This is an optimization exercise on Yosys and OpenROAD, whose aim is small area and a short achievable clock period, not a production implementation.
No activity file was given, so power comes from the tool's default toggle rates.

== run A ==
## PE
module PE (
    input  wire               clk,
    input  wire               rst,
    input  wire               en,
    input  wire               mode_residual,
    input  wire signed [15:0] input_data,
    input  wire signed [15:0] weight_data,
    input  wire signed [15:0] residual_data,
    output reg  signed [15:0] output_data,
    output wire               input_sparse,
    output wire               weight_sparse,
    output wire               computation_skipped,
    output reg         [15:0] sparse_count,
    output reg         [15:0] total_count
);
make LEC_CHECK=0 CAP_MARGIN=20 CORE_MARGIN=2 CORE_UTILIZATION=40 PLACE_DENSITY=0.6 SLEW_MARGIN=20 SYNTH_HIERARCHICAL=1 SYNTH_MINIMUM_KEEP_SIZE=0 finish   # period 8.0 ns
run.sh (not shown) runs the stock make flow with config.mk's settings and CLKGATE_MAP_FILE= SYNTH_SCRIPT=/design/flow/synth_recipe.tcl, a recipe that flattens the netlist after the stock synthesis.
## Diff of input files: run B against run A
==> flow/flow/run.sh (new file) <==
#!/bin/bash
# Standard ORFS layout, with port buffers of the smallest buffer cell
# (instead of buffer_ports' default pick, clkdlybuf4s50_1).
set -euo pipefail
export BUFFER_PORTS_ARGS="-buffer_cell sky130_fd_sc_hd__buf_1"
bash standard.sh finish > standard_flow.log 2>&1
==> flow/standard.sh (new file) <==
#!/bin/bash
# synth_recipe.tcl (not shown) runs the flow's synth.tcl, then flattens the netlist and writes it again
# the make line also repeats each setting of config.mk as NAME=value (left out here)
make -C /OpenROAD-flow-scripts/flow DESIGN_CONFIG=/design/flow/config.mk WORK_HOME=/design/flow/orfs CLKGATE_MAP_FILE= SYNTH_SCRIPT=/design/flow/synth_recipe.tcl "${@:-finish}"
removed: flow/run.sh
Findings:
In the final reports, the cell area of run B is smaller than that of run A.
Run A -> run B: total instance count after detailed placement decreased slightly
NOTE: clock period minus worst slack in run B falls short of that of run A
Cell count went down slightly going from run A to run B.
Run B reports a lower weighted congestion reported at the end of routability-driven placement than run A does.
Routed via count delta (run B − run A): favourable
sky130_fd_sc_hd__buf_1 as the highest-delay cell along the critical path was reported by run B, and sky130_fd_sc_hd__clkdlybuf4s50_1 by run A.
No functional check of the RTL was part of any run of this note.


Setup of oak:
Another version of the RTL of PE (not shown whole).
Size in the first run: ~660 cells after synthesis.
Design PE, start of the top module:
module PE (
    input  wire               clk,
    input  wire               rst,
    input  wire               en,
    input  wire               mode_residual,
    input  wire signed [15:0] input_data,
    input  wire signed [15:0] weight_data,
    input  wire signed [15:0] residual_data,
    output reg  signed [15:0] output_data,
    output wire               input_sparse,
    output wire               weight_sparse,
    output wire               computation_skipped,
    output reg         [15:0] sparse_count,
    output reg         [15:0] total_count
);
    assign input_sparse  = (input_data[15:4] == 12'h000) |
                           ((input_data[15:4] == 12'hfff) & (input_data[3:0] != 4'h0));
    assign weight_sparse = (weight_data[15:4] == 12'h000) |
                           ((weight_data[15:4] == 12'hfff) & (weight_data[3:0] != 4'h0));
    assign computation_skipped = input_sparse | weight_sparse;
    wire mac = en & ~computation_skipped;
    reg  [15:0] acc_s;
    reg  [15:0] acc_c;
    wire pp_0_0 = (input_data[0] & weight_data[0]);
    wire pp_0_1 = (input_data[0] & weight_data[1]);
    wire pp_0_2 = (input_data[0] & weight_data[2]);
    wire pp_0_3 = (input_data[0] & weight_data[3]);
    wire pp_0_4 = (input_data[0] & weight_data[4]);
    wire pp_0_5 = (input_data[0] & weight_data[5]);
    wire pp_0_6 = (input_data[0] & weight_data[6]);
    wire pp_0_7 = (input_data[0] & weight_data[7]);
    wire pp_0_8 = (input_data[0] & weight_data[8]);
    wire pp_0_9 = (input_data[0] & weight_data[9]);
    wire pp_0_10 = (input_data[0] & weight_data[10]);
    wire pp_0_11 = (input_data[0] & weight_data[11]);
    wire pp_0_12 = (input_data[0] & weight_data[12]);
    wire pp_0_13 = (input_data[0] & weight_data[13]);
    wire pp_0_14 = (input_data[0] & weight_data[14]);
    wire pp_0_15 = (input_data[0] & weight_data[15]);
    wire pp_1_0 = (input_data[1] & weight_data[0]);
    wire pp_1_1 = (input_data[1] & weight_data[1]);
    wire pp_1_2 = (input_data[1] & weight_data[2]);
    wire pp_1_3 = (input_data[1] & weight_data[3]);
    wire pp_1_4 = (input_data[1] & weight_data[4]);
    wire pp_1_5 = (input_data[1] & weight_data[5]);
    wire pp_1_6 = (input_data[1] & weight_data[6]);
    wire pp_1_7 = (input_data[1] & weight_data[7]);
    wire pp_1_8 = (input_data[1] & weight_data[8]);
  ...
==> flow/config.mk <==
export PLATFORM = sky130hd
export DESIGN_NAME = PE
export DESIGN_NICKNAME = PE
export VERILOG_FILES = /design/flow/design.v
export SDC_FILE = /design/flow/constraint.sdc
export NUM_CORES = 4
export LEC_CHECK = 0
export CAP_MARGIN = 20
export CORE_MARGIN = 2
export CORE_UTILIZATION = 55
export PLACE_DENSITY = 0.7
export SETUP_SLACK_MARGIN = 3
export SLEW_MARGIN = 20
export SYNTH_HIERARCHICAL = 1
export SYNTH_MINIMUM_KEEP_SIZE = 0
==> flow/constraint.sdc <==
create_clock -name core_clock -period 8.0 [get_ports {clk}]
set_input_delay 1.6000 -clock core_clock [delete_from_list [all_inputs] [get_ports {clk}]]
set_output_delay 1.6000 -clock core_clock [all_outputs]
set_load 0.01 [all_outputs]
standard.sh (not shown) runs the stock make flow with config.mk's settings and CLKGATE_MAP_FILE= SYNTH_SCRIPT=/design/flow/synth_recipe.tcl, a recipe that flattens the netlist after the stock synthesis.
==> flow/flow/run.sh <==
#!/bin/bash
# Standard ORFS layout with two changes:
#  - port buffers use the smallest buffer cell (buffer_ports' default pick is clkdlybuf4s50_1);
#  - after synthesis every combinational cell starts at drive strength 1 (flow/downsize.tcl),
#    and timing repair sizes up only what the timing needs.
set -euo pipefail
export BUFFER_PORTS_ARGS="-buffer_cell sky130_fd_sc_hd__buf_1"
export POST_SYNTH_TCL="$(pwd)/flow/downsize.tcl"
bash standard.sh finish > standard_flow.log 2>&1
==> flow/flow/downsize.tcl <==
# Sourced after the synthesized netlist is loaded (POST_SYNTH_TCL): set every
# combinational cell to its smallest (_1) drive strength; the later timing repair
# sizes up the cells that need it. Flip-flops are left as synthesis made them.
set db [ord::get_db]
set n 0
foreach inst [[ord::get_db_block] getInsts] {
  set m [[$inst getMaster] getName]
  if {[regexp {^(sky130_fd_sc_hd__[a-z0-9]+)_([0-9]+)$} $m -> base d]} {
    if {[string match "*__df*" $base] || [string match "*__dl*" $base] || [string match "*__sdf*" $base]} { continue }
    if {$d > 1} {
      set nm [$db findMaster ${base}_1]
      if {$nm ne "NULL" && $nm ne ""} { $inst swapMaster $nm; incr n }
    }
  }
}
puts "downsize.tcl: set $n cells to drive strength 1"
The inputs of cedar differ from those of oak as listed below.
- a change of PLACE_DENSITY from 0.7 to 0.6
- a change of CORE_UTILIZATION from 55 to 40
==> comparison <==
Diff oak -> cedar: transition time at the pin with the least slew margin picked up an extra 0.0036 ns; combinational group share of total power went down 1.2 points; initial core utilization -15 points; least setup slack across all paths after layout now larger.
Diff oak..cedar | final global-route overflow total | unchanged
Final critical-path share of the clock period: oak vs cedar, no meaningful difference
Fraction of standard cell area that is sequential: oak and cedar compared, lower one is cedar
In cedar, the total power came out about 2.6% above the value in oak.
No run of this note included a check of the RTL's function; only the layout flow was run.

[what the ideal ports hide]
In the flow no input, the clock included, has a driving cell. The finished layouts below were timed again as built, in two steps.
Step 1 sets driving cells, clkbuf_16 on the clock port and buf_2 on the other inputs (assumed; they add their load-dependent delay and slew).
Step 2 also shifts input and output timing later by t, the mid clock arrival at the registers, as if the neighbouring blocks saw the same clock.
Slacks: ideal ports / drivers / drivers and shift; pairs: ideal ports / drivers.
run | t (ns) | setup WS [ns] | worst setup path after step 2 | slew at the worst register clock pin (ns) | cell pins on the clock port's net
run A | 0.357 | 0.788 / 0.803 / 0.446 | input to register | 0.05 / 0.05 | 1
run B | 0.360 | 1.009 / 1.019 / 0.658 | input to register | 0.05 / 0.05 | 1
oak | 0.370 | 3.115 / 3.131 / 2.761 | input to register | 0.06 / 0.06 | 1
cedar | 0.371 | 3.119 / 3.092 / 2.764 | input to register | 0.06 / 0.06 | 1
After both steps every run listed still meets setup and hold. The setup slack of cedar, which loses most, moves by -0.027 ns with the drivers and by -0.355 ns with both steps.
